Context: an optimization exercise on an open-source flow, tuned for small area. The choices shown serve that exercise and are no tape-out recipe. At most, simulation tests tie the RTL to the original design; equivalence was not proved. Only the layout flow was run in run 1; the RTL was not checked for function there. Power and IR drop assume default switching activity.

**flow/design.v**
```verilog
module gainAvs   
  #( parameter int COEF_WDT = 16 )   
   ( input  logic                      clk,
     input  logic                      reset,     
     input  logic                      avsWr,
     input  logic           [ 31 : 0 ] avsWrData,
     output logic           [ 31 : 0 ] avsRdData,
     output logic [ COEF_WDT - 1 : 0 ] coef );    
   always_ff @( posedge clk, posedge reset )
   if ( reset ) begin
      avsRdData <= '0;
      coef      <= ( COEF_WDT )'( 2 ** ( COEF_WDT / 2 ) );  
   end else begin
      if ( avsWr ) begin
         if ( COEF_WDT == 32 ) begin
            coef <= avsWrData;
         end else begin  
            if ( |avsWrData[ 31 : COEF_WDT ] )  
               coef <= '1;
            else
               coef <= avsWrData[ COEF_WDT - 1 : 0 ];
         end
      end
      avsRdData <= { { 32 - COEF_WDT { 1'b0 } }, coef };
   end
endmodule
module gainMult
   ( input  logic                   clk,
     input  logic                   reset,
     input  logic                   st,
     input  logic signed [ 15 : 0 ] a,
     input  logic        [ 15 : 0 ] coef,
     output logic                   rdy,
     output logic signed [ 15 : 0 ] y );
   logic          [ 1 : 0 ] rdyReg;
   logic         [ 15 : 0 ] aReg;
   logic         [ 23 : 0 ] nP;       
   logic         [ 23 : 0 ] P;
   logic         [ 14 : 0 ] aMag;     
   logic         [ 15 : 0 ] cSuf;     
   logic                    big, neg, ovf;
   logic [ 20 : 0 ] ra, rb, rs;
   logic pp1, pp2, pp3, pp4, pp5, pp6, pp7, pp8, pp9, pp10, pp11, pp12, pp13, pp14, pp15, pp16;
   logic pp17, pp18, pp19, pp20, pp21, pp22, pp23, pp24, pp25, pp26, pp27, pp28, pp29, pp30, pp31, pp32;
   logic pp33, pp34, pp35, pp36, pp37, pp38, pp39, pp40, pp41, pp42, pp43, pp44, pp45, pp46, pp47, pp48;
   logic pp49, pp50, pp51, pp52, pp53, pp54, pp55, pp56, pp57, pp58, pp59, pp60, pp61, pp62, pp63, pp64;
   logic pp65, pp66, pp67, pp68, pp69, pp70, pp71, pp72, pp73, pp74, pp75, pp76, pp77, pp78, pp79, pp80;
   logic pp81, pp82, pp83, pp84, pp85, pp86, pp87, pp88, pp89, pp90, pp91, pp92, pp93, pp94, pp95, pp96;
   logic pp97, pp98, pp99, pp100, pp101, pp102, pp103, pp104, pp105, pp106, pp107, pp108, pp109, pp110, pp111, pp112;
   logic pp113, pp114, pp115, pp116, pp117, pp118, pp119, pp120, pp121, pp122, pp123, pp124, pp125, pp126, pp127, pp128;
   logic pp129, pp130, pp131, pp132, pp133, pp134, pp135, pp136, pp137, pp138, pp139, pp140, pp141, pp142, pp143, pp144;
   logic pp145, pp146, pp147, pp148, pp149, pp150, pp151, pp152, pp153, pp154, pp155, pp156, pp157, pp158, pp159, pp160;
   logic pp161, pp162, pp163, pp164, pp165, pp166, pp167, pp168, pp169, pp170, pp171, pp172, pp173, pp174, pp175, pp176;
   logic pp177, pp178, pp179, pp180, pp181, pp182, pp183, pp184, pp185, pp186, pp187, pp188, pp189, pp190, pp191, pp192;
   logic pp193, pp194, pp195, pp196, pp197, pp198, pp199, pp200, pp201, pp202, pp203, pp204, pp205, pp206, pp207, pp208;
   logic pp209, pp210, pp211, pp212, pp213, pp214, pp215, pp216, pp217, pp218, pp219, pp220, pp221, pp222, pp223, pp224;
   logic pp225, pp226, pp227, pp228, s229, c230, s231, c232, s233, c234, s235, c236, s237, c238, s239, c240;
   logic s241, c242, s243, c244, s245, c246, s247, c248, s249, c250, s251, c252, s253, c254, s255, c256;
   logic s257, c258, s259, c260, s261, c262, s263, c264, s265, c266, s267, c268, s269, c270, s271, c272;
   logic s273, c274, s275, c276, s277, c278, s279, c280, s281, c282, s283, c284, s285, c286, s287, c288;
   logic s289, c290, s291, c292, s293, c294, s295, c296, s297, c298, s299, c300, s301, c302, s303, c304;
   logic s305, c306, s307, c308, s309, c310, s311, c312, s313, c314, s315, c316, s317, c318, s319, c320;
   logic s321, c322, s323, c324, s325, c326, s327, c328, s329, c330, s331, c332, s333, c334, s335, c336;
   logic s337, c338, s339, c340, s341, c342, s343, c344, s345, c346, s347, c348, s349, c350, s351, c352;
   logic s353, c354, s355, c356, s357, c358, s359, c360, s361, c362, s363, c364, s365, c366, s367, c368;
   logic s369, c370, s371, c372, s373, c374, s375, c376, s377, c378, s379, c380, s381, c382, s383, c384;
   logic s385, c386, s387, c388, s389, c390, s391, c392, s393, c394, s395, c396, s397, c398, s399, c400;
   logic s401, c402, s403, c404, s405, c406, s407, c408, s409, c410, s411, c412, s413, c414, s415, c416;
   logic s417, c418, s419, c420, s421, c422, s423, c424, s425, c426, s427, c428, s429, c430, s431, c432;
   logic s433, c434, s435, c436, s437, c438, s439, c440, s441, c442, s443, c444, s445, c446, s447, c448;
   logic s449, c450, s451, c452, s453, c454, s455, c456, s457, c458, s459, c460, s461, c462, s463, c464;
   logic s465, c466, s467, c468, s469, c470, s471, c472, s473, c474, s475, c476, s477, c478, s479, c480;
   logic s481, c482, s483, c484, s485, c486, s487, c488, s489, c490, s491, c492, s493, c494, s495, c496;
   logic s497, c498, s499, c500, s501, c502, s503, c504, s505, c506, s507, c508, s509, c510, s511, c512;
   logic s513, c514, s515, c516, s517, c518, s519, c520, s521, c522, s523, c524, s525, c526, s527, c528;
   logic s529, c530, s531, c532, s533, c534, s535, c536, s537, c538, s539, c540, s541, c542, s543, c544;
   logic s545, c546, s547, c548, s549, c550, s551, c552, s553, c554, s555, c556, s557, c558, s559, c560;
   logic s561, c562, s563, c564, s565, c566, s567, c568, s569, c570, s571, c572, s573, c574, s575, c576;
   logic s577, c578, s579, c580, s581, c582, s583, c584, s585, c586, s587, c588, s589, c590, s591, c592;
   logic s593, c594, s595, c596, s597, c598, s599, c600, s601, c602, s603, c604, s605, c606, s607, c608;
   logic s609, c610, s611, c612, s613, c614, s615, c616, s617, c618, s619, c620, s621, c622, s623, c624;
   logic s625, c626, s627, c628, s629, c630, s631, c632, s633, c634, c635, s636, c637, s638, c639;
   always_ff @( posedge clk )
      aReg <= a;
   assign pp1 = ~( aReg[ 0 ] & coef[ 0 ] );
   assign pp2 = ~( aReg[ 0 ] & coef[ 1 ] );
   assign pp3 = ~( aReg[ 0 ] & coef[ 2 ] );
   assign pp4 = ~( aReg[ 0 ] & coef[ 3 ] );
   assign pp5 = ~( aReg[ 0 ] & coef[ 4 ] );
   assign pp6 = ~( aReg[ 0 ] & coef[ 5 ] );
   assign pp7 = ~( aReg[ 0 ] & coef[ 6 ] );
   assign pp8 = ~( aReg[ 0 ] & coef[ 7 ] );
   assign pp9 = ~( aReg[ 0 ] & coef[ 8 ] );
   assign pp10 = ~( aReg[ 0 ] & coef[ 9 ] );
   assign pp11 = ~( aReg[ 0 ] & coef[ 10 ] );
   assign pp12 = ~( aReg[ 0 ] & coef[ 11 ] );
   assign pp13 = ~( aReg[ 0 ] & coef[ 12 ] );
   assign pp14 = ~( aReg[ 0 ] & coef[ 13 ] );
   assign pp15 = ~( aReg[ 0 ] & coef[ 14 ] );
   assign pp16 = ~( aReg[ 0 ] & coef[ 15 ] );
   assign pp17 = ~( aReg[ 1 ] & coef[ 0 ] );
   assign pp18 = ~( aReg[ 1 ] & coef[ 1 ] );
   assign pp19 = ~( aReg[ 1 ] & coef[ 2 ] );
   assign pp20 = ~( aReg[ 1 ] & coef[ 3 ] );
   assign pp21 = ~( aReg[ 1 ] & coef[ 4 ] );
   assign pp22 = ~( aReg[ 1 ] & coef[ 5 ] );
   assign pp23 = ~( aReg[ 1 ] & coef[ 6 ] );
   assign pp24 = ~( aReg[ 1 ] & coef[ 7 ] );
   assign pp25 = ~( aReg[ 1 ] & coef[ 8 ] );
   assign pp26 = ~( aReg[ 1 ] & coef[ 9 ] );
   assign pp27 = ~( aReg[ 1 ] & coef[ 10 ] );
   assign pp28 = ~( aReg[ 1 ] & coef[ 11 ] );
   assign pp29 = ~( aReg[ 1 ] & coef[ 12 ] );
   assign pp30 = ~( aReg[ 1 ] & coef[ 13 ] );
   assign pp31 = ~( aReg[ 1 ] & coef[ 14 ] );
   assign pp32 = ~( aReg[ 1 ] & coef[ 15 ] );
   assign pp33 = ~( aReg[ 2 ] & coef[ 0 ] );
   assign pp34 = ~( aReg[ 2 ] & coef[ 1 ] );
   assign pp35 = ~( aReg[ 2 ] & coef[ 2 ] );
   assign pp36 = ~( aReg[ 2 ] & coef[ 3 ] );
   assign pp37 = ~( aReg[ 2 ] & coef[ 4 ] );
   assign pp38 = ~( aReg[ 2 ] & coef[ 5 ] );
   assign pp39 = ~( aReg[ 2 ] & coef[ 6 ] );
   assign pp40 = ~( aReg[ 2 ] & coef[ 7 ] );
   assign pp41 = ~( aReg[ 2 ] & coef[ 8 ] );
   assign pp42 = ~( aReg[ 2 ] & coef[ 9 ] );
   assign pp43 = ~( aReg[ 2 ] & coef[ 10 ] );
   assign pp44 = ~( aReg[ 2 ] & coef[ 11 ] );
   assign pp45 = ~( aReg[ 2 ] & coef[ 12 ] );
   assign pp46 = ~( aReg[ 2 ] & coef[ 13 ] );
   assign pp47 = ~( aReg[ 2 ] & coef[ 14 ] );
   assign pp48 = ~( aReg[ 2 ] & coef[ 15 ] );
   assign pp49 = ~( aReg[ 3 ] & coef[ 0 ] );
   assign pp50 = ~( aReg[ 3 ] & coef[ 1 ] );
   assign pp51 = ~( aReg[ 3 ] & coef[ 2 ] );
   assign pp52 = ~( aReg[ 3 ] & coef[ 3 ] );
   assign pp53 = ~( aReg[ 3 ] & coef[ 4 ] );
   assign pp54 = ~( aReg[ 3 ] & coef[ 5 ] );
   assign pp55 = ~( aReg[ 3 ] & coef[ 6 ] );
   assign pp56 = ~( aReg[ 3 ] & coef[ 7 ] );
   assign pp57 = ~( aReg[ 3 ] & coef[ 8 ] );
   assign pp58 = ~( aReg[ 3 ] & coef[ 9 ] );
   assign pp59 = ~( aReg[ 3 ] & coef[ 10 ] );
   assign pp60 = ~( aReg[ 3 ] & coef[ 11 ] );
   assign pp61 = ~( aReg[ 3 ] & coef[ 12 ] );
   assign pp62 = ~( aReg[ 3 ] & coef[ 13 ] );
   assign pp63 = ~( aReg[ 3 ] & coef[ 14 ] );
   assign pp64 = ~( aReg[ 3 ] & coef[ 15 ] );
   assign pp65 = ~( aReg[ 4 ] & coef[ 0 ] );
   assign pp66 = ~( aReg[ 4 ] & coef[ 1 ] );
   assign pp67 = ~( aReg[ 4 ] & coef[ 2 ] );
   assign pp68 = ~( aReg[ 4 ] & coef[ 3 ] );
   assign pp69 = ~( aReg[ 4 ] & coef[ 4 ] );
   assign pp70 = ~( aReg[ 4 ] & coef[ 5 ] );
   assign pp71 = ~( aReg[ 4 ] & coef[ 6 ] );
   assign pp72 = ~( aReg[ 4 ] & coef[ 7 ] );
   assign pp73 = ~( aReg[ 4 ] & coef[ 8 ] );
   assign pp74 = ~( aReg[ 4 ] & coef[ 9 ] );
   assign pp75 = ~( aReg[ 4 ] & coef[ 10 ] );
   assign pp76 = ~( aReg[ 4 ] & coef[ 11 ] );
   assign pp77 = ~( aReg[ 4 ] & coef[ 12 ] );
   assign pp78 = ~( aReg[ 4 ] & coef[ 13 ] );
   assign pp79 = ~( aReg[ 4 ] & coef[ 14 ] );
   assign pp80 = ~( aReg[ 4 ] & coef[ 15 ] );
   assign pp81 = ~( aReg[ 5 ] & coef[ 0 ] );
   assign pp82 = ~( aReg[ 5 ] & coef[ 1 ] );
   assign pp83 = ~( aReg[ 5 ] & coef[ 2 ] );
   assign pp84 = ~( aReg[ 5 ] & coef[ 3 ] );
   assign pp85 = ~( aReg[ 5 ] & coef[ 4 ] );
   assign pp86 = ~( aReg[ 5 ] & coef[ 5 ] );
   assign pp87 = ~( aReg[ 5 ] & coef[ 6 ] );
   assign pp88 = ~( aReg[ 5 ] & coef[ 7 ] );
   assign pp89 = ~( aReg[ 5 ] & coef[ 8 ] );
   assign pp90 = ~( aReg[ 5 ] & coef[ 9 ] );
   assign pp91 = ~( aReg[ 5 ] & coef[ 10 ] );
   assign pp92 = ~( aReg[ 5 ] & coef[ 11 ] );
   assign pp93 = ~( aReg[ 5 ] & coef[ 12 ] );
   assign pp94 = ~( aReg[ 5 ] & coef[ 13 ] );
   assign pp95 = ~( aReg[ 5 ] & coef[ 14 ] );
   assign pp96 = ~( aReg[ 5 ] & coef[ 15 ] );
   assign pp97 = ~( aReg[ 6 ] & coef[ 0 ] );
   assign pp98 = ~( aReg[ 6 ] & coef[ 1 ] );
   assign pp99 = ~( aReg[ 6 ] & coef[ 2 ] );
   assign pp100 = ~( aReg[ 6 ] & coef[ 3 ] );
   assign pp101 = ~( aReg[ 6 ] & coef[ 4 ] );
   assign pp102 = ~( aReg[ 6 ] & coef[ 5 ] );
   assign pp103 = ~( aReg[ 6 ] & coef[ 6 ] );
   assign pp104 = ~( aReg[ 6 ] & coef[ 7 ] );
   assign pp105 = ~( aReg[ 6 ] & coef[ 8 ] );
   assign pp106 = ~( aReg[ 6 ] & coef[ 9 ] );
   assign pp107 = ~( aReg[ 6 ] & coef[ 10 ] );
   assign pp108 = ~( aReg[ 6 ] & coef[ 11 ] );
   assign pp109 = ~( aReg[ 6 ] & coef[ 12 ] );
   assign pp110 = ~( aReg[ 6 ] & coef[ 13 ] );
   assign pp111 = ~( aReg[ 6 ] & coef[ 14 ] );
   assign pp112 = ~( aReg[ 6 ] & coef[ 15 ] );
   assign pp113 = ~( aReg[ 7 ] & coef[ 0 ] );
   assign pp114 = ~( aReg[ 7 ] & coef[ 1 ] );
   assign pp115 = ~( aReg[ 7 ] & coef[ 2 ] );
   assign pp116 = ~( aReg[ 7 ] & coef[ 3 ] );
   assign pp117 = ~( aReg[ 7 ] & coef[ 4 ] );
   assign pp118 = ~( aReg[ 7 ] & coef[ 5 ] );
   assign pp119 = ~( aReg[ 7 ] & coef[ 6 ] );
   assign pp120 = ~( aReg[ 7 ] & coef[ 7 ] );
   assign pp121 = ~( aReg[ 7 ] & coef[ 8 ] );
   assign pp122 = ~( aReg[ 7 ] & coef[ 9 ] );
   assign pp123 = ~( aReg[ 7 ] & coef[ 10 ] );
   assign pp124 = ~( aReg[ 7 ] & coef[ 11 ] );
   assign pp125 = ~( aReg[ 7 ] & coef[ 12 ] );
   assign pp126 = ~( aReg[ 7 ] & coef[ 13 ] );
   assign pp127 = ~( aReg[ 7 ] & coef[ 14 ] );
   assign pp128 = ~( aReg[ 7 ] & coef[ 15 ] );
   assign pp129 = ~( aReg[ 8 ] & coef[ 0 ] );
   assign pp130 = ~( aReg[ 8 ] & coef[ 1 ] );
   assign pp131 = ~( aReg[ 8 ] & coef[ 2 ] );
   assign pp132 = ~( aReg[ 8 ] & coef[ 3 ] );
   assign pp133 = ~( aReg[ 8 ] & coef[ 4 ] );
   assign pp134 = ~( aReg[ 8 ] & coef[ 5 ] );
   assign pp135 = ~( aReg[ 8 ] & coef[ 6 ] );
   assign pp136 = ~( aReg[ 8 ] & coef[ 7 ] );
   assign pp137 = ~( aReg[ 8 ] & coef[ 8 ] );
   assign pp138 = ~( aReg[ 8 ] & coef[ 9 ] );
   assign pp139 = ~( aReg[ 8 ] & coef[ 10 ] );
   assign pp140 = ~( aReg[ 8 ] & coef[ 11 ] );
   assign pp141 = ~( aReg[ 8 ] & coef[ 12 ] );
   assign pp142 = ~( aReg[ 8 ] & coef[ 13 ] );
   assign pp143 = ~( aReg[ 8 ] & coef[ 14 ] );
   assign pp144 = ~( aReg[ 8 ] & coef[ 15 ] );
   assign pp145 = ~( aReg[ 9 ] & coef[ 0 ] );
   assign pp146 = ~( aReg[ 9 ] & coef[ 1 ] );
   assign pp147 = ~( aReg[ 9 ] & coef[ 2 ] );
   assign pp148 = ~( aReg[ 9 ] & coef[ 3 ] );
   assign pp149 = ~( aReg[ 9 ] & coef[ 4 ] );
   assign pp150 = ~( aReg[ 9 ] & coef[ 5 ] );
   assign pp151 = ~( aReg[ 9 ] & coef[ 6 ] );
   assign pp152 = ~( aReg[ 9 ] & coef[ 7 ] );
   assign pp153 = ~( aReg[ 9 ] & coef[ 8 ] );
   assign pp154 = ~( aReg[ 9 ] & coef[ 9 ] );
   assign pp155 = ~( aReg[ 9 ] & coef[ 10 ] );
   assign pp156 = ~( aReg[ 9 ] & coef[ 11 ] );
   assign pp157 = ~( aReg[ 9 ] & coef[ 12 ] );
   assign pp158 = ~( aReg[ 9 ] & coef[ 13 ] );
   assign pp159 = ~( aReg[ 9 ] & coef[ 14 ] );
   assign pp160 = ~( aReg[ 10 ] & coef[ 0 ] );
   assign pp161 = ~( aReg[ 10 ] & coef[ 1 ] );
   assign pp162 = ~( aReg[ 10 ] & coef[ 2 ] );
   assign pp163 = ~( aReg[ 10 ] & coef[ 3 ] );
   assign pp164 = ~( aReg[ 10 ] & coef[ 4 ] );
   assign pp165 = ~( aReg[ 10 ] & coef[ 5 ] );
   assign pp166 = ~( aReg[ 10 ] & coef[ 6 ] );
   assign pp167 = ~( aReg[ 10 ] & coef[ 7 ] );
   assign pp168 = ~( aReg[ 10 ] & coef[ 8 ] );
   assign pp169 = ~( aReg[ 10 ] & coef[ 9 ] );
   assign pp170 = ~( aReg[ 10 ] & coef[ 10 ] );
   assign pp171 = ~( aReg[ 10 ] & coef[ 11 ] );
   assign pp172 = ~( aReg[ 10 ] & coef[ 12 ] );
   assign pp173 = ~( aReg[ 10 ] & coef[ 13 ] );
   assign pp174 = ~( aReg[ 11 ] & coef[ 0 ] );
   assign pp175 = ~( aReg[ 11 ] & coef[ 1 ] );
   assign pp176 = ~( aReg[ 11 ] & coef[ 2 ] );
   assign pp177 = ~( aReg[ 11 ] & coef[ 3 ] );
   assign pp178 = ~( aReg[ 11 ] & coef[ 4 ] );
   assign pp179 = ~( aReg[ 11 ] & coef[ 5 ] );
   assign pp180 = ~( aReg[ 11 ] & coef[ 6 ] );
   assign pp181 = ~( aReg[ 11 ] & coef[ 7 ] );
   assign pp182 = ~( aReg[ 11 ] & coef[ 8 ] );
   assign pp183 = ~( aReg[ 11 ] & coef[ 9 ] );
   assign pp184 = ~( aReg[ 11 ] & coef[ 10 ] );
   assign pp185 = ~( aReg[ 11 ] & coef[ 11 ] );
   assign pp186 = ~( aReg[ 11 ] & coef[ 12 ] );
   assign pp187 = ~( aReg[ 12 ] & coef[ 0 ] );
   assign pp188 = ~( aReg[ 12 ] & coef[ 1 ] );
   assign pp189 = ~( aReg[ 12 ] & coef[ 2 ] );
   assign pp190 = ~( aReg[ 12 ] & coef[ 3 ] );
   assign pp191 = ~( aReg[ 12 ] & coef[ 4 ] );
   assign pp192 = ~( aReg[ 12 ] & coef[ 5 ] );
   assign pp193 = ~( aReg[ 12 ] & coef[ 6 ] );
   assign pp194 = ~( aReg[ 12 ] & coef[ 7 ] );
   assign pp195 = ~( aReg[ 12 ] & coef[ 8 ] );
   assign pp196 = ~( aReg[ 12 ] & coef[ 9 ] );
   assign pp197 = ~( aReg[ 12 ] & coef[ 10 ] );
   assign pp198 = ~( aReg[ 12 ] & coef[ 11 ] );
   assign pp199 = ~( aReg[ 13 ] & coef[ 0 ] );
   assign pp200 = ~( aReg[ 13 ] & coef[ 1 ] );
   assign pp201 = ~( aReg[ 13 ] & coef[ 2 ] );
   assign pp202 = ~( aReg[ 13 ] & coef[ 3 ] );
   assign pp203 = ~( aReg[ 13 ] & coef[ 4 ] );
   assign pp204 = ~( aReg[ 13 ] & coef[ 5 ] );
   assign pp205 = ~( aReg[ 13 ] & coef[ 6 ] );
   assign pp206 = ~( aReg[ 13 ] & coef[ 7 ] );
   assign pp207 = ~( aReg[ 13 ] & coef[ 8 ] );
   assign pp208 = ~( aReg[ 13 ] & coef[ 9 ] );
   assign pp209 = ~( aReg[ 13 ] & coef[ 10 ] );
   assign pp210 = ~( aReg[ 14 ] & coef[ 0 ] );
   assign pp211 = ~( aReg[ 14 ] & coef[ 1 ] );
   assign pp212 = ~( aReg[ 14 ] & coef[ 2 ] );
   assign pp213 = ~( aReg[ 14 ] & coef[ 3 ] );
   assign pp214 = ~( aReg[ 14 ] & coef[ 4 ] );
   assign pp215 = ~( aReg[ 14 ] & coef[ 5 ] );
   assign pp216 = ~( aReg[ 14 ] & coef[ 6 ] );
   assign pp217 = ~( aReg[ 14 ] & coef[ 7 ] );
   assign pp218 = ~( aReg[ 14 ] & coef[ 8 ] );
   assign pp219 = ~( aReg[ 14 ] & coef[ 9 ] );
   assign pp220 = aReg[ 15 ] & coef[ 0 ];
   assign pp221 = aReg[ 15 ] & coef[ 1 ];
   assign pp222 = aReg[ 15 ] & coef[ 2 ];
   assign pp223 = aReg[ 15 ] & coef[ 3 ];
   assign pp224 = aReg[ 15 ] & coef[ 4 ];
   assign pp225 = aReg[ 15 ] & coef[ 5 ];
   assign pp226 = aReg[ 15 ] & coef[ 6 ];
   assign pp227 = aReg[ 15 ] & coef[ 7 ];
   assign pp228 = aReg[ 15 ] & coef[ 8 ];
   gainHa ha230 ( 1'b1, pp2, s229, c230 );
   gainFa fa232 ( 1'b1, pp3, pp18, s231, c232 );
   gainHa ha234 ( pp33, c230, s233, c234 );
   gainFa fa236 ( 1'b1, pp4, pp19, s235, c236 );
   gainFa fa238 ( pp34, pp49, c232, s237, c238 );
   gainHa ha240 ( s235, c234, s239, c240 );
   gainFa fa242 ( 1'b1, pp5, pp20, s241, c242 );
   gainFa fa244 ( pp35, pp50, pp65, s243, c244 );
   gainFa fa246 ( c236, s241, s243, s245, c246 );
   gainHa ha248 ( c240, c238, s247, c248 );
   gainFa fa250 ( 1'b1, pp6, pp21, s249, c250 );
   gainFa fa252 ( pp36, pp51, pp66, s251, c252 );
   gainFa fa254 ( pp81, c242, c244, s253, c254 );
   gainFa fa256 ( s249, s251, s253, s255, c256 );
   gainHa ha258 ( c246, c248, s257, c258 );
   gainFa fa260 ( 1'b1, pp7, pp22, s259, c260 );
   gainFa fa262 ( pp37, pp52, pp67, s261, c262 );
   gainFa fa264 ( pp82, pp97, c250, s263, c264 );
   gainFa fa266 ( c252, s259, s261, s265, c266 );
   gainFa fa268 ( c254, s263, s265, s267, c268 );
   gainHa ha270 ( c256, c258, s269, c270 );
   gainFa fa272 ( 1'b1, pp8, pp23, s271, c272 );
   gainFa fa274 ( pp38, pp53, pp68, s273, c274 );
   gainFa fa276 ( pp83, pp98, pp113, s275, c276 );
   gainFa fa278 ( c260, c262, s271, s277, c278 );
   gainFa fa280 ( s273, s275, c264, s279, c280 );
   gainFa fa282 ( c266, s277, s279, s281, c282 );
   gainHa ha284 ( c268, c270, s283, c284 );
   gainFa fa286 ( 1'b1, pp9, pp24, s285, c286 );
   gainFa fa288 ( pp39, pp54, pp69, s287, c288 );
   gainFa fa290 ( pp84, pp99, pp114, s289, c290 );
   gainFa fa292 ( pp129, c272, c274, s291, c292 );
   gainFa fa294 ( c276, s285, s287, s293, c294 );
   gainFa fa296 ( s289, s291, c278, s295, c296 );
   gainFa fa298 ( s293, c280, s295, s297, c298 );
   gainHa ha300 ( c282, s297, s299, c300 );
   gainFa fa302 ( 1'b1, pp10, pp25, s301, c302 );
   gainFa fa304 ( pp40, pp55, pp70, s303, c304 );
   gainFa fa306 ( pp85, pp100, pp115, s305, c306 );
   gainFa fa308 ( pp130, pp145, c286, s307, c308 );
   gainFa fa310 ( c288, c290, s301, s309, c310 );
   gainFa fa312 ( s303, s305, c292, s311, c312 );
   gainFa fa314 ( s307, c294, s309, s313, c314 );
   gainFa fa316 ( c296, s311, s313, s315, c316 );
   gainHa ha318 ( c298, s315, s317, c318 );
   gainFa fa320 ( 1'b1, pp11, pp26, s319, c320 );
   gainFa fa322 ( pp41, pp56, pp71, s321, c322 );
   gainFa fa324 ( pp86, pp101, pp116, s323, c324 );
   gainFa fa326 ( pp131, pp146, pp160, s325, c326 );
   gainFa fa328 ( c302, c304, c306, s327, c328 );
   gainFa fa330 ( s319, s321, s323, s329, c330 );
   gainFa fa332 ( s325, c308, s327, s331, c332 );
   gainFa fa334 ( c310, s329, c312, s333, c334 );
   gainFa fa336 ( c314, s331, s333, s335, c336 );
   gainHa ha338 ( c316, c318, s337, c338 );
   gainFa fa340 ( 1'b1, pp12, pp27, s339, c340 );
   gainFa fa342 ( pp42, pp57, pp72, s341, c342 );
   gainFa fa344 ( pp87, pp102, pp117, s343, c344 );
   gainFa fa346 ( pp132, pp147, pp161, s345, c346 );
   gainFa fa348 ( pp174, c320, c322, s347, c348 );
   gainFa fa350 ( c324, c326, s339, s349, c350 );
   gainFa fa352 ( s341, s343, s345, s351, c352 );
   gainFa fa354 ( c328, s347, c330, s353, c354 );
   gainFa fa356 ( s349, s351, c332, s355, c356 );
   gainFa fa358 ( s353, c334, s355, s357, c358 );
   gainHa ha360 ( c336, s357, s359, c360 );
   gainFa fa362 ( 1'b1, pp13, pp28, s361, c362 );
   gainFa fa364 ( pp43, pp58, pp73, s363, c364 );
   gainFa fa366 ( pp88, pp103, pp118, s365, c366 );
   gainFa fa368 ( pp133, pp148, pp162, s367, c368 );
   gainFa fa370 ( pp175, pp187, c340, s369, c370 );
   gainFa fa372 ( c342, c344, c346, s371, c372 );
   gainFa fa374 ( s361, s363, s365, s373, c374 );
   gainFa fa376 ( s367, c348, s369, s375, c376 );
   gainFa fa378 ( s371, c350, c352, s377, c378 );
   gainFa fa380 ( s373, c354, s375, s379, c380 );
   gainFa fa382 ( s377, c356, s379, s381, c382 );
   gainHa ha384 ( c358, s381, s383, c384 );
   gainFa fa386 ( 1'b1, pp14, pp29, s385, c386 );
   gainFa fa388 ( pp44, pp59, pp74, s387, c388 );
   gainFa fa390 ( pp89, pp104, pp119, s389, c390 );
   gainFa fa392 ( pp134, pp149, pp163, s391, c392 );
   gainFa fa394 ( pp176, pp188, pp199, s393, c394 );
   gainFa fa396 ( c362, c364, c366, s395, c396 );
   gainFa fa398 ( c368, s385, s387, s397, c398 );
   gainFa fa400 ( s389, s391, s393, s399, c400 );
   gainFa fa402 ( c370, c372, s395, s401, c402 );
   gainFa fa404 ( c374, s397, s399, s403, c404 );
   gainFa fa406 ( c376, c378, s401, s405, c406 );
   gainFa fa408 ( s403, c380, s405, s407, c408 );
   gainHa ha410 ( c382, s407, s409, c410 );
   gainFa fa412 ( 1'b1, pp15, pp30, s411, c412 );
   gainFa fa414 ( pp45, pp60, pp75, s413, c414 );
   gainFa fa416 ( pp90, pp105, pp120, s415, c416 );
   gainFa fa418 ( pp135, pp150, pp164, s417, c418 );
   gainFa fa420 ( pp177, pp189, pp200, s419, c420 );
   gainFa fa422 ( pp210, c386, c388, s421, c422 );
   gainFa fa424 ( c390, c392, c394, s423, c424 );
   gainFa fa426 ( s411, s413, s415, s425, c426 );
   gainFa fa428 ( s417, s419, c396, s427, c428 );
   gainFa fa430 ( s421, s423, c398, s429, c430 );
   gainFa fa432 ( c400, s425, c402, s431, c432 );
   gainFa fa434 ( s427, c404, s429, s433, c434 );
   gainFa fa436 ( c406, s431, s433, s435, c436 );
   gainHa ha438 ( c408, s435, s437, c438 );
   gainFa fa440 ( pp16, pp31, pp46, s439, c440 );
   gainFa fa442 ( pp61, pp76, pp91, s441, c442 );
   gainFa fa444 ( pp106, pp121, pp136, s443, c444 );
   gainFa fa446 ( pp151, pp165, pp178, s445, c446 );
   gainFa fa448 ( pp190, pp201, pp211, s447, c448 );
   gainFa fa450 ( pp220, c412, c414, s449, c450 );
   gainFa fa452 ( c416, c418, c420, s451, c452 );
   gainFa fa454 ( s439, s441, s443, s453, c454 );
   gainFa fa456 ( s445, s447, c422, s455, c456 );
   gainFa fa458 ( c424, s449, s451, s457, c458 );
   gainFa fa460 ( c426, s453, c428, s459, c460 );
   gainFa fa462 ( c430, s455, s457, s461, c462 );
   gainFa fa464 ( c432, s459, c434, s463, c464 );
   gainFa fa466 ( s461, c436, s463, s465, c466 );
   gainFa fa468 ( 1'b1, pp32, pp47, s467, c468 );
   gainFa fa470 ( pp62, pp77, pp92, s469, c470 );
   gainFa fa472 ( pp107, pp122, pp137, s471, c472 );
   gainFa fa474 ( pp152, pp166, pp179, s473, c474 );
   gainFa fa476 ( pp191, pp202, pp212, s475, c476 );
   gainFa fa478 ( pp221, c440, c442, s477, c478 );
   gainFa fa480 ( c444, c446, c448, s479, c480 );
   gainFa fa482 ( s467, s469, s471, s481, c482 );
   gainFa fa484 ( s473, s475, c450, s483, c484 );
   gainFa fa486 ( c452, s477, s479, s485, c486 );
   gainFa fa488 ( c454, s481, c456, s487, c488 );
   gainFa fa490 ( c458, s483, s485, s489, c490 );
   gainFa fa492 ( c460, s487, c462, s491, c492 );
   gainFa fa494 ( s489, c464, s491, s493, c494 );
   gainFa fa496 ( pp48, pp63, pp78, s495, c496 );
   gainFa fa498 ( pp93, pp108, pp123, s497, c498 );
   gainFa fa500 ( pp138, pp153, pp167, s499, c500 );
   gainFa fa502 ( pp180, pp192, pp203, s501, c502 );
   gainFa fa504 ( pp213, pp222, c468, s503, c504 );
   gainFa fa506 ( c470, c472, c474, s505, c506 );
   gainFa fa508 ( c476, s495, s497, s507, c508 );
   gainFa fa510 ( s499, s501, c478, s509, c510 );
   gainFa fa512 ( c480, s503, s505, s511, c512 );
   gainFa fa514 ( c482, s507, c484, s513, c514 );
   gainFa fa516 ( c486, s509, s511, s515, c516 );
   gainFa fa518 ( c488, s513, c490, s517, c518 );
   gainFa fa520 ( s515, c492, s517, s519, c520 );
   gainFa fa522 ( pp64, pp79, pp94, s521, c522 );
   gainFa fa524 ( pp109, pp124, pp139, s523, c524 );
   gainFa fa526 ( pp154, pp168, pp181, s525, c526 );
   gainFa fa528 ( pp193, pp204, pp214, s527, c528 );
   gainFa fa530 ( pp223, c496, c498, s529, c530 );
   gainFa fa532 ( c500, c502, s521, s531, c532 );
   gainFa fa534 ( s523, s525, s527, s533, c534 );
   gainFa fa536 ( c504, c506, s529, s535, c536 );
   gainFa fa538 ( c508, s531, s533, s537, c538 );
   gainFa fa540 ( c510, c512, s535, s539, c540 );
   gainFa fa542 ( s537, c514, c516, s541, c542 );
   gainFa fa544 ( s539, c518, s541, s543, c544 );
   gainFa fa546 ( pp80, pp95, pp110, s545, c546 );
   gainFa fa548 ( pp125, pp140, pp155, s547, c548 );
   gainFa fa550 ( pp169, pp182, pp194, s549, c550 );
   gainFa fa552 ( pp205, pp215, pp224, s551, c552 );
   gainFa fa554 ( c522, c524, c526, s553, c554 );
   gainFa fa556 ( c528, s545, s547, s555, c556 );
   gainFa fa558 ( s549, s551, c530, s557, c558 );
   gainFa fa560 ( s553, c532, c534, s559, c560 );
   gainFa fa562 ( s555, c536, s557, s561, c562 );
   gainFa fa564 ( c538, s559, c540, s563, c564 );
   gainFa fa566 ( s561, c542, s563, s565, c566 );
   gainFa fa568 ( pp96, pp111, pp126, s567, c568 );
   gainFa fa570 ( pp141, pp156, pp170, s569, c570 );
   gainFa fa572 ( pp183, pp195, pp206, s571, c572 );
   gainFa fa574 ( pp216, pp225, c546, s573, c574 );
   gainFa fa576 ( c548, c550, c552, s575, c576 );
   gainFa fa578 ( s567, s569, s571, s577, c578 );
   gainFa fa580 ( c554, s573, s575, s579, c580 );
   gainFa fa582 ( c556, s577, c558, s581, c582 );
   gainFa fa584 ( c560, s579, c562, s583, c584 );
   gainFa fa586 ( s581, c564, s583, s585, c586 );
   gainFa fa588 ( pp112, pp127, pp142, s587, c588 );
   gainFa fa590 ( pp157, pp171, pp184, s589, c590 );
   gainFa fa592 ( pp196, pp207, pp217, s591, c592 );
   gainFa fa594 ( pp226, c568, c570, s593, c594 );
   gainFa fa596 ( c572, s587, s589, s595, c596 );
   gainFa fa598 ( s591, c574, c576, s597, c598 );
   gainFa fa600 ( s593, c578, s595, s599, c600 );
   gainFa fa602 ( c580, s597, s599, s601, c602 );
   gainFa fa604 ( c582, s601, c584, s603, c604 );
   gainFa fa606 ( pp128, pp143, pp158, s605, c606 );
   gainFa fa608 ( pp172, pp185, pp197, s607, c608 );
   gainFa fa610 ( pp208, pp218, pp227, s609, c610 );
   gainFa fa612 ( c588, c590, c592, s611, c612 );
   gainFa fa614 ( s605, s607, s609, s613, c614 );
   gainFa fa616 ( c594, s611, c596, s615, c616 );
   gainFa fa618 ( s613, c598, c600, s617, c618 );
   gainFa fa620 ( s615, s617, c602, s619, c620 );
   gainFa fa622 ( pp144, pp159, pp173, s621, c622 );
   gainFa fa624 ( pp186, pp198, pp209, s623, c624 );
   gainFa fa626 ( pp219, pp228, c606, s625, c626 );
   gainFa fa628 ( c608, c610, s621, s627, c628 );
   gainFa fa630 ( s623, c612, s625, s629, c630 );
   gainFa fa632 ( c614, s627, c616, s631, c632 );
   gainFa fa634 ( s629, c618, s631, s633, c634 );
   assign c635 = pp17 & s229;
   gainFa fa637 ( s231, s233, c635, s636, c637 );
   gainFa fa639 ( s237, s239, c637, s638, c639 );
   assign ra = { c620, c604, c586, c566, c544, c520, c494, c466, c438, c410, c384, c360, c338, s335, c300, c284, s281, s267, s255, s245, 1'b1 };
   assign rb = { s633, s619, s603, s585, s565, s543, s519, s493, s465, s437, s409, s383, s359, s337, s317, s299, s283, s269, s257, s247, c639 };
   assign rs = ra + rb;
   assign nP[ 23 : 4 ] = rs[ 20 : 1 ];
   assign P = ~nP;
   assign aMag = aReg[ 14 : 0 ] ^ { 15{ aReg[ 15 ] } };
   assign cSuf[ 15 ] = coef[ 15 ];
   for ( genvar k = 14; k >= 0; k-- ) begin : gSuf
      assign cSuf[ k ] = cSuf[ k + 1 ] | coef[ k ];
   end
   assign big = |( aMag[ 14 : 8 ] & { cSuf[ 9 ], cSuf[ 10 ], cSuf[ 11 ], cSuf[ 12 ], cSuf[ 13 ], cSuf[ 14 ], cSuf[ 15 ] } );
   assign neg = aReg[ 15 ] & cSuf[ 0 ];
   assign ovf = big | ( P[ 23 ] ^ neg );
   always_ff @( posedge clk, posedge reset )
   if ( reset ) begin
      y      <= '0;
      rdyReg <= '0;
   end else begin
      rdyReg <= { rdyReg[ 0 ], st };
      if ( ovf )
         y <= { neg, { 15{ ~neg } } };
      else
         y <= P[ 23 : 8 ];
   end
   assign rdy = rdyReg[ 1 ];
endmodule
module gainFa
   ( input  logic a, b, ci,
     output logic s, co );
   assign s  = a ^ b ^ ci;
   assign co = ( a & b ) | ( a & ci ) | ( b & ci );
endmodule
module gainHa
   ( input  logic a, b,
     output logic s, co );
   assign s  = a ^ b;
   assign co = a & b;
endmodule
module gain
   ( input  logic                 clk,
     input  logic                 reset,
     input  logic                 avsWr,
     input  logic        [ 31 : 0 ] avsWrData,
     output logic        [ 31 : 0 ] avsRdData,
     input  logic                 st,
     input  logic signed [ 15 : 0 ] a,
     output logic                 rdy,
     output logic signed [ 15 : 0 ] y );
   logic [ 15 : 0 ] coef;
   gainAvs #( .COEF_WDT ( 16 ) ) gainAvsInst
      ( .clk       ( clk       ),
        .reset     ( reset     ),
        .avsWr     ( avsWr     ),
        .avsWrData ( avsWrData ),
        .avsRdData ( avsRdData ),
        .coef      ( coef      ) );
   gainMult gainMultInst
      ( .clk   ( clk                ),
        .reset ( reset              ),
        .st    ( st                 ),
        .a     ( a                  ),
        .coef  ( avsRdData[ 15 : 0 ] ),
        .rdy   ( rdy                ),
        .y     ( y                  ) );
endmodule
```
**flow/run.sh**
```bash
#!/bin/bash
# synth_recipe.tcl (not shown) runs the flow's synth.tcl, then flattens the netlist and writes it again
# the make line also repeats each setting of config.mk as NAME=value (left out here)
make -C /OpenROAD-flow-scripts/flow DESIGN_CONFIG=/design/flow/config.mk WORK_HOME=/design/flow/orfs CLKGATE_MAP_FILE= SYNTH_SCRIPT=/design/flow/synth_recipe.tcl finish
```
**flow/config.mk**
```make
export PLATFORM = sky130hd
export DESIGN_NAME = gain
export DESIGN_NICKNAME = gain
export VERILOG_FILES = /design/flow/design.v
export SDC_FILE = /design/flow/constraint.sdc
export NUM_CORES = 4
export LEC_CHECK = 0
export CAP_MARGIN = 20
export CORE_MARGIN = 2
export CORE_UTILIZATION = 40
export SETUP_SLACK_MARGIN = 0.05
export SLEW_MARGIN = 20
export SYNTH_HIERARCHICAL = 1
export SYNTH_MINIMUM_KEEP_SIZE = 0
```
**flow/constraint.sdc**
```tcl
create_clock -name core_clock -period 6.4 [get_ports {clk}]
set_input_delay 1.2800 -clock core_clock [delete_from_list [all_inputs] [get_ports {clk}]]
set_output_delay 1.2800 -clock core_clock [all_outputs]
set_load 0.01 [all_outputs]
```
==> results of run 1 <==
where the power goes:
part / switching (mW) / leakage (nW) / internal (mW) / total [mW]
sequential: 0.0218 / 0.626 / 0.432 / 0.454
clock: 0.208 / 0.132 / 0.275 / 0.483
combinational: 2.37 / 3.60 / 2.11 / 4.48
total: 2.60 / 4.36 / 2.82 / 5.42
modules after synthesis (local to each module, per instance), excerpt:
module,flops+latches,cells,copies in the design
gainHa,0,1,14
gainFa,0,1,191
gainMult,34,455,1
path summary, 6_finish.rpt:
check | to | from | slack [ns]
max | gainMultInst.y[14] | gainAvsInst.avsRdData[8] | 0.54
min | gainMultInst.rdyReg[1] | gainMultInst.rdyReg[0] | 0.36
max reg2reg | gainMultInst.y[14] | gainAvsInst.avsRdData[8] | 0.54
min reg2reg | gainMultInst.rdyReg[1] | gainMultInst.rdyReg[0] | 0.36
max in group asynchronous | gainMultInst.y[6] | reset | 4.46
min in group asynchronous | gainAvsInst.coef[1] | reset | 1.48
critical path: stages (launching register included):
cell and delay, ns:
sky130_fd_sc_hd__dfrtp_1 0.78, sky130_fd_sc_hd__nand2_1 0.17, sky130_fd_sc_hd__fa_1 0.48, sky130_fd_sc_hd__fa_1 0.51, sky130_fd_sc_hd__fa_1 0.53, sky130_fd_sc_hd__fa_1 0.42, sky130_fd_sc_hd__fa_1 0.40, sky130_fd_sc_hd__fa_1 0.47
sky130_fd_sc_hd__ha_1 0.35, sky130_fd_sc_hd__a21o_1 0.18, sky130_fd_sc_hd__a221o_1 0.34, sky130_fd_sc_hd__a31oi_1 0.33, sky130_fd_sc_hd__o2111ai_1 0.27, sky130_fd_sc_hd__a211oi_1 0.29, sky130_fd_sc_hd__o32ai_1 0.11, sky130_fd_sc_hd__mux2i_1 0.13
state kept, by name, indices dropped and copies added, names as in the netlist:
name and cells:
gainMultInst.aReg 16, gainAvsInst.coef 16, gainMultInst.rdyReg 2, gainAvsInst.avsRdData 16, gainMultInst.y 16
cells in the mapped netlist, drive strengths merged, types with 3 or more instances:
library cell	number	area [sq um]
dfxtp	16	320
nand2b	3	18.8
clkbuf	52	195
o211ai	3	22.5
a211oi	3	22.5
buf	21	175
and2	10	62.6
fa	191	3820
nand2	228	863
a21o	3	22.5
ha	33	413
a21oi	10	50.1
xor2	6	52.6
nor3	7	40.0
o21a	4	30.0
nor4	3	33.8
nand3	6	42.5
xnor2	9	86.3
dfrtp	49	1230
nor2	12	45.0
o32a	16	160
inv	7	26.3
o21ai	8	40.0
mux2i	15	150
area by class of cell:
cell class	count	area [sq um]
clock inverter	5	37.5
timing repair buffer	116	1080
inverter	7	26.3
sequential	66	1570
tap	270	338
multi-input combinational	620	6270
fill	1877	10500
clock buffer	11	243
cell families (layout without fill, tap and decap cells):
| family | after synthesis | count (layout) | share of synthesized area |
|---|---|---|---|
| compound gates | 58 | 58 | 0.0545 |
| xor+xnor | 15 | 15 | 0.0171 |
| fa+ha+maj | 224 | 224 | 0.521 |
| buf+inv | 80 | 139 | 0.0488 |
| flops | 66 | 66 | 0.193 |
| mux | 15 | 15 | 0.0185 |
| other cells | 2 | 31 | 0.000924 |
| simple gates | 277 | 277 | 0.146 |
per-layer routing:
layer / vias up / track usage
met4: 0 / 0.0451
met5: - / 0
met2: 268 / 0.325
met3: 29 / 0.0497
met1: 2861 / 0.284
li1: 2461 / -
stage by stage:
step	utilization	std cells	hold slack (ns)
after global routing	0.476	1095	0.359
after detailed placement	0.462	1079	0.341
after floorplan	-	766	0.331
final	0.476	1095	0.355
after CTS	0.476	1095	0.359
after global placement	0.462	1079	0.340
==> impl_metrics.yaml, run 1 <==
status:
  outcome: "timing/DRC/antenna clean"
setup_path:
  timing_worst_setup_path_type: "reg2reg"
  ff_to_ff_path_depth: 15
  critical_path.startpoint_type: "flop"
  worstSetupEndpointType: "flop"
  crit_fanout: 18
  critical_path_arrival_ns: 6.11
  worst-endpoint-required_ns: 6.65
global_route:
  grt-ovfl-total: 0
  via_count_of_the_first_global_routing_pass: 6194
  wire_length_of_the_first_global_routing_pass_microns: 33600
  grt_usage: 0.203
  antenna_found_initial: 0
  grt_max_degree: 33
sta:
  worst_max_slew_margin_expressed_relative_to_the_limit: 0.502
  finalSetupViolations: 0
  maxSlewViolCount: 0
  sum_of_negative_setup_slack_ns: 0
  grt_setup_unrepaired: "false"
  fmax_mhz: 171
  worst_slack_ns: 0.540
  hold_violations: 0
  clock_skew_ns: 0.0158
  period_needed_ns: 5.86
  finalCritPeriodShare: 0.916
  worst-slew-pin-transition_ns: 0.747
clock_tree:
  clk_transition_reported_paths_ns: 0.06
  cts.sinks: 66
  clk-insertion-delay-late_ns: 0.35
  numCtsBuffers: 9
  postCtsSetupBuffers: 0
  cts_root_buffer: "sky130_fd_sc_hd__clkbuf_16"
  cts_buffer_depth: 2
  cts.repair.resized: 0
  hold_buffers: 0
  cts_max_level: 3
  tritoncts_clock_tree: "done"
routing:
  detail-route-antenna-nets: 0
  drt-total-wl_microns: 20700
  met3WireLength_microns: 1850
  met2_wirelength_from_detailed_routing_microns: 9840
  avgViaCountPerCell: 5.13
  wl_met1_microns: 8700
  avgRoutedWirePerCell_microns: 18.9
  highest_layer: "met4"
  drt_first_pass_iters: 5
  drt_iter0_drc: 396
  remaining_drc_errors: 0
  detailroute.via_count: 5619
logic_synthesis:
  synth_async_reset_ratio: 0.758
  synth_seq_cells: 66
  synth.lib_cells_used.distinct: 52
  synth_edf_count: 0
  number_of_standard_cells_after_synthesis: 737
  postSynthAreaPerCell_sq_um: 11.0
  synth-warning-count: 16
  seq_area_frac_synth: 0.193
  mappedNetlistArea_sq_mm: 0.00813
  synth_ff_type: "sky130_fd_sc_hd__dfrtp_1"
cells_and_area:
  final_layout_size_suffix_gt1_frac: 0.0679
  mostFrequentLayoutCells: "227 x sky130_fd_sc_hd__nand2_1, 191 x sky130_fd_sc_hd__fa_1, 84 x sky130_fd_sc_hd__clkdlybuf4s50_1, 49 x sky130_fd_sc_hd__dfrtp_1, 33 x sky130_fd_sc_hd__ha_1"
  final_area_sq_mm: 0.00957
  antenna-diode-count: 0
  num-nets-final: 1096
  synthesis_to_layout_area_growth_pct: 17.7
  mostFrequentLayoutCell: "sky130_fd_sc_hd__nand2_1"
pwr:
  power.ir.vdd_worst_v: 0.000469
  power.leakage_nw: 4.36
  finalPower_mw: 5.42
  power.density_cell_area_mw_per_mm2: 566
placed_design:
  place_area_sq_mm: 0.00929
  place_worst_setup_slack_ns: 0.591
  port_buffers: 84
  hpwlAfterDp_microns: 16600
  gp_routability_congestion: 0.881
die:
  fp.dieW_microns: 147
  rows: 52
  initial_core_util: 0.404
  die_h_microns: 147
  num_io_pins: 101
  dieArea_sq_mm: 0.0215
  design.core.area_sq_mm: 0.0201
min_path:
  worst_hold_path_type: "reg2reg"
  min_delay_path_depth: 0
flow_run:
  max-cap-violations: 0
==> inputs of run 2 (changes only) <==
--- a/flow/design.v
+++ b/flow/design.v
@@ -35,6 +35,6 @@
    logic          [ 1 : 0 ] rdyReg;
    logic         [ 15 : 0 ] aReg;
-   logic         [ 23 : 0 ] nP;       
-   logic         [ 23 : 0 ] P;
+   logic         [ 23 : 8 ] nP;       
+   logic         [ 23 : 8 ] P;
    logic         [ 14 : 0 ] aMag;     
    logic         [ 15 : 0 ] cSuf;     
@@ -520,5 +520,5 @@
    assign rb = { s633, s619, s603, s585, s565, s543, s519, s493, s465, s437, s409, s383, s359, s337, s317, s299, s283, s269, s257, s247, c639 };
    assign rs = ra + rb;
-   assign nP[ 23 : 4 ] = rs[ 20 : 1 ];
+   assign nP[ 23 : 8 ] = rs[ 20 : 5 ];
    assign P = ~nP;
    assign aMag = aReg[ 14 : 0 ] ^ { 15{ aReg[ 15 ] } };
==> impl_metrics.yaml, run 2 <==
logic_synthesis:
  postSynthAreaPerCell_sq_um: 11.0
  synth.lib_cells_used.distinct: 52
  number_of_standard_cells_after_synthesis: 737
  synth_async_reset_ratio: 0.758
  synth_ff_type: "sky130_fd_sc_hd__dfrtp_1"
  synth_area_leaders: "sky130_fd_sc_hd__fa_1 47%, sky130_fd_sc_hd__dfrtp_1 15%, sky130_fd_sc_hd__nand2_1 10%, sky130_fd_sc_hd__ha_1 5.1%, sky130_fd_sc_hd__dfxtp_1 3.9%"
  mappedNetlistArea_sq_mm: 0.00813
  cell_accounting_for_the_most_synthesized_area: "sky130_fd_sc_hd__fa_1"
  yosysTopAreaCellShare: 0.470
  synthMostInstantiatedCell: "sky130_fd_sc_hd__nand2_1"
  synth_seq_cells: 66
  synth-warning-count: 8
  seq_area_frac_synth: 0.193
  most_used_standard_cells_in_the_synthesized_netlist: "227 x sky130_fd_sc_hd__nand2_1, 191 x sky130_fd_sc_hd__fa_1, 52 x sky130_fd_sc_hd__clkbuf_1"
  synth_edf_count: 0
setup_path:
  ff_to_ff_path_depth: 15
  r2r_end: "gainMultInst.y[14]"
  critPathTopFamily: "adder cells"
  cpMostUsedCell: "sky130_fd_sc_hd__fa_1"
  worst-path-buf-inv: 0
  worstReg2RegStart: "gainAvsInst.avsRdData[8]"
  critical_path_arrival_ns: 6.11
  cpMaxStageDelayCell: "sky130_fd_sc_hd__dfrtp_1"
  slowest_delay_ns: 0.78
  critical_path.startpoint_type: "flop"
  crit_fanout: 18
  reg2reg_setup_slack_ns: 0.54
  worstSetupEndpointType: "flop"
  worst-endpoint-required_ns: 6.65
  timing_worst_setup_path_type: "reg2reg"
  cell_by_cell_trace_of_the_critical_path: "nand2_1, fa_1, fa_1, fa_1, fa_1, fa_1, fa_1, ha_1, a21o_1, a221o_1, a31oi_1, o2111ai_1, a211oi_1, o32ai_1, mux2i_1"
pwr:
  power.density_cell_area_mw_per_mm2: 566
  power.leakage_nw: 4.36
  power.ir.vdd_worst_v: 0.000469
die:
  num_io_pins: 101
  initial_core_util: 0.404
  design.core.area_sq_mm: 0.0201
  die_h_microns: 147
  fp.dieW_microns: 147
  rows: 52
  dieArea_sq_mm: 0.0215
min_path:
  worst_hold_path_type: "reg2reg"
  min_delay_path_depth: 0
  min_delay_worst_endpoint: "gainMultInst.rdyReg[1]"
  timing.hold.worst.start: "gainMultInst.rdyReg[0]"
cells_and_area:
  utilization: 0.476
  synthesis_to_layout_area_growth_pct: 17.7
  final_layout_size_suffix_gt1_frac: 0.0679
  n_fill_cell: 1877
  mostFrequentLayoutCells: "227 x sky130_fd_sc_hd__nand2_1, 191 x sky130_fd_sc_hd__fa_1, 84 x sky130_fd_sc_hd__clkdlybuf4s50_1, 49 x sky130_fd_sc_hd__dfrtp_1, 33 x sky130_fd_sc_hd__ha_1"
  antenna-diode-count: 0
  mostFrequentLayoutCell: "sky130_fd_sc_hd__nand2_1"
  final_area_sq_mm: 0.00957
  num-nets-final: 1096
global_route:
  antenna_found_initial: 0
  grt_max_degree: 33
  via_count_of_the_first_global_routing_pass: 6194
  wire_length_of_the_first_global_routing_pass_microns: 33600
  grt-ovfl-total: 0
  grt_usage: 0.203
placed_design:
  place_area_sq_mm: 0.00929
  gp_routability_congestion: 0.881
  port_buffers: 84
  hpwlAfterDp_microns: 16600
sta:
  fmax_mhz: 171
  sum_of_negative_setup_slack_ns: 0
  finalSetupViolations: 0
  clock_skew_ns: 0.0158
  worst-slew-pin-transition_ns: 0.747
  maxSlewViolCount: 0
  hold_violations: 0
  worst_max_slew_margin_expressed_relative_to_the_limit: 0.502
  period_needed_ns: 5.86
  grt_setup_unrepaired: "false"
  finalCritPeriodShare: 0.916
status:
  outcome: "timing/DRC/antenna clean"
routing:
  remaining_drc_errors: 0
  detail-route-antenna-nets: 0
  detailroute.via_count: 5619
  drt_iter0_drc: 396
  avgRoutedWirePerCell_microns: 18.9
  drt-total-wl_microns: 20700
  drt_first_pass_iters: 5
  avgViaCountPerCell: 5.13
clock_tree:
  hold_buffers: 0
  numCtsBuffers: 9
  cts_root_buffer: "sky130_fd_sc_hd__clkbuf_16"
  cts.repair.resized: 0
  cts_max_level: 3
  clk-insertion-delay-late_ns: 0.35
  postCtsSetupBuffers: 0
  tritoncts_clock_tree: "done"
  cts_buffer_depth: 2
  cts.sinks: 66
  clk_transition_reported_paths_ns: 0.06
flow_run:
  max-cap-violations: 0
==> run 2: layout make-up <==
type	instances	area [sq um]	share of cell area
Inverter	7	26.3	0.00275
Sequential cell	66	1570	0.164
Tap cell	270	338	0.0353
Timing Repair Buffer	116	1080	0.113
Clock buffer	11	243	0.0254
Multi-Input combinational cell	620	6270	0.655
Clock inverter	5	37.5	0.00392
==> run 2: cells by family after synthesis <==
kind of cell	share of synthesized area
other	0.000924
xor gates and xnor gates	0.0171
buffers and inverters	0.0488
DFF	0.193
adders and majority gates	0.521
AOI/OAI and AO/OA	0.0545
muxes	0.0185
and+or+nand+nor	0.146
==> run 2: how the worst max path moves through the flow <==
stage,startpoint,slack (ns),endpoint,depth (start not counted)
final,gainAvsInst.avsRdData[8],0.54,gainMultInst.y[14],15
after global routing,gainAvsInst.avsRdData[8],0.26,gainMultInst.y[14],15
after CTS,gainAvsInst.avsRdData[5],0.58,gainMultInst.y[14],15
after detailed placement,gainAvsInst.avsRdData[8],0.59,gainMultInst.y[13],15
after global placement,gainAvsInst.avsRdData[3],0.67,gainMultInst.y[13],16
after floorplan,gainAvsInst.avsRdData[8],0.80,gainMultInst.y[14],17
==> run 2: modules after synthesis (local to each module, per instance), excerpt <==
| module | flops+latches | copies in the design | area [sq um] | cells |
|---|---|---|---|---|
| gainFa | 0 | 191 | 20.0 | 1 |
| gainHa | 0 | 14 | 12.5 | 1 |
| gainMult | 34 | 1 | 2930 | 455 |
==> run 2: per-layer routing <==
metal / GRT usage / up-vias / share of wire
met3: 0.0497 / 29 / 0.090
met2: 0.325 / 268 / 0.48
li1: - / 2461 / -
met1: 0.284 / 2861 / 0.42
met4: 0.0451 / 0 / 0.014
met5: 0 / - / 0
==> run 2: per-stage QoR <==
| step | total power [mW] | worst slack, ns | hold WS, ns | std cells |
|---|---|---|---|---|
| after floorplan | 4.08 | 0.798 | 0.331 | 766 |
| after global placement | 4.96 | 0.669 | 0.340 | 1079 |
| after detailed placement | 4.96 | 0.591 | 0.341 | 1079 |
| after CTS | 5.47 | 0.579 | 0.359 | 1095 |
| after global routing | 6.07 | 0.257 | 0.359 | 1095 |
| final | 5.42 | 0.540 | 0.355 | 1095 |
==> run 2: power breakdown <==
part	switching, mW	internal, mW	total, mW	leakage (nW)
registers	0.0218	0.432	0.454	0.626
logic	2.37	2.11	4.48	3.60
clock network	0.208	0.275	0.483	0.132

## afterwards: timing with drivers on the ports
Ports are ideal in the flow. The routed layouts listed here were re-timed in OpenROAD.
Step 1 assumes that a clkbuf_16 drives the clock port and a buf_2 every other input.
Step 2 times the ports against the registers' clock, not the clock port: input delays grow and output delays shrink by t, the midpoint of the rising clock arrivals with the driver on.
Slacks: ideal / step 1 / step 2; pairs: ideal / step 1.
run	t, ns	slack for setup (ns)	hold WS [ns]	worst register clock-pin slew, ns
run 1	0.381	0.540 / 0.540 / 0.540	0.355 / 0.355 / 0.355	0.07 / 0.07
run 2	0.381	0.540 / 0.540 / 0.540	0.355 / 0.355 / 0.355	0.07 / 0.07
After both steps every run listed still meets setup and hold.
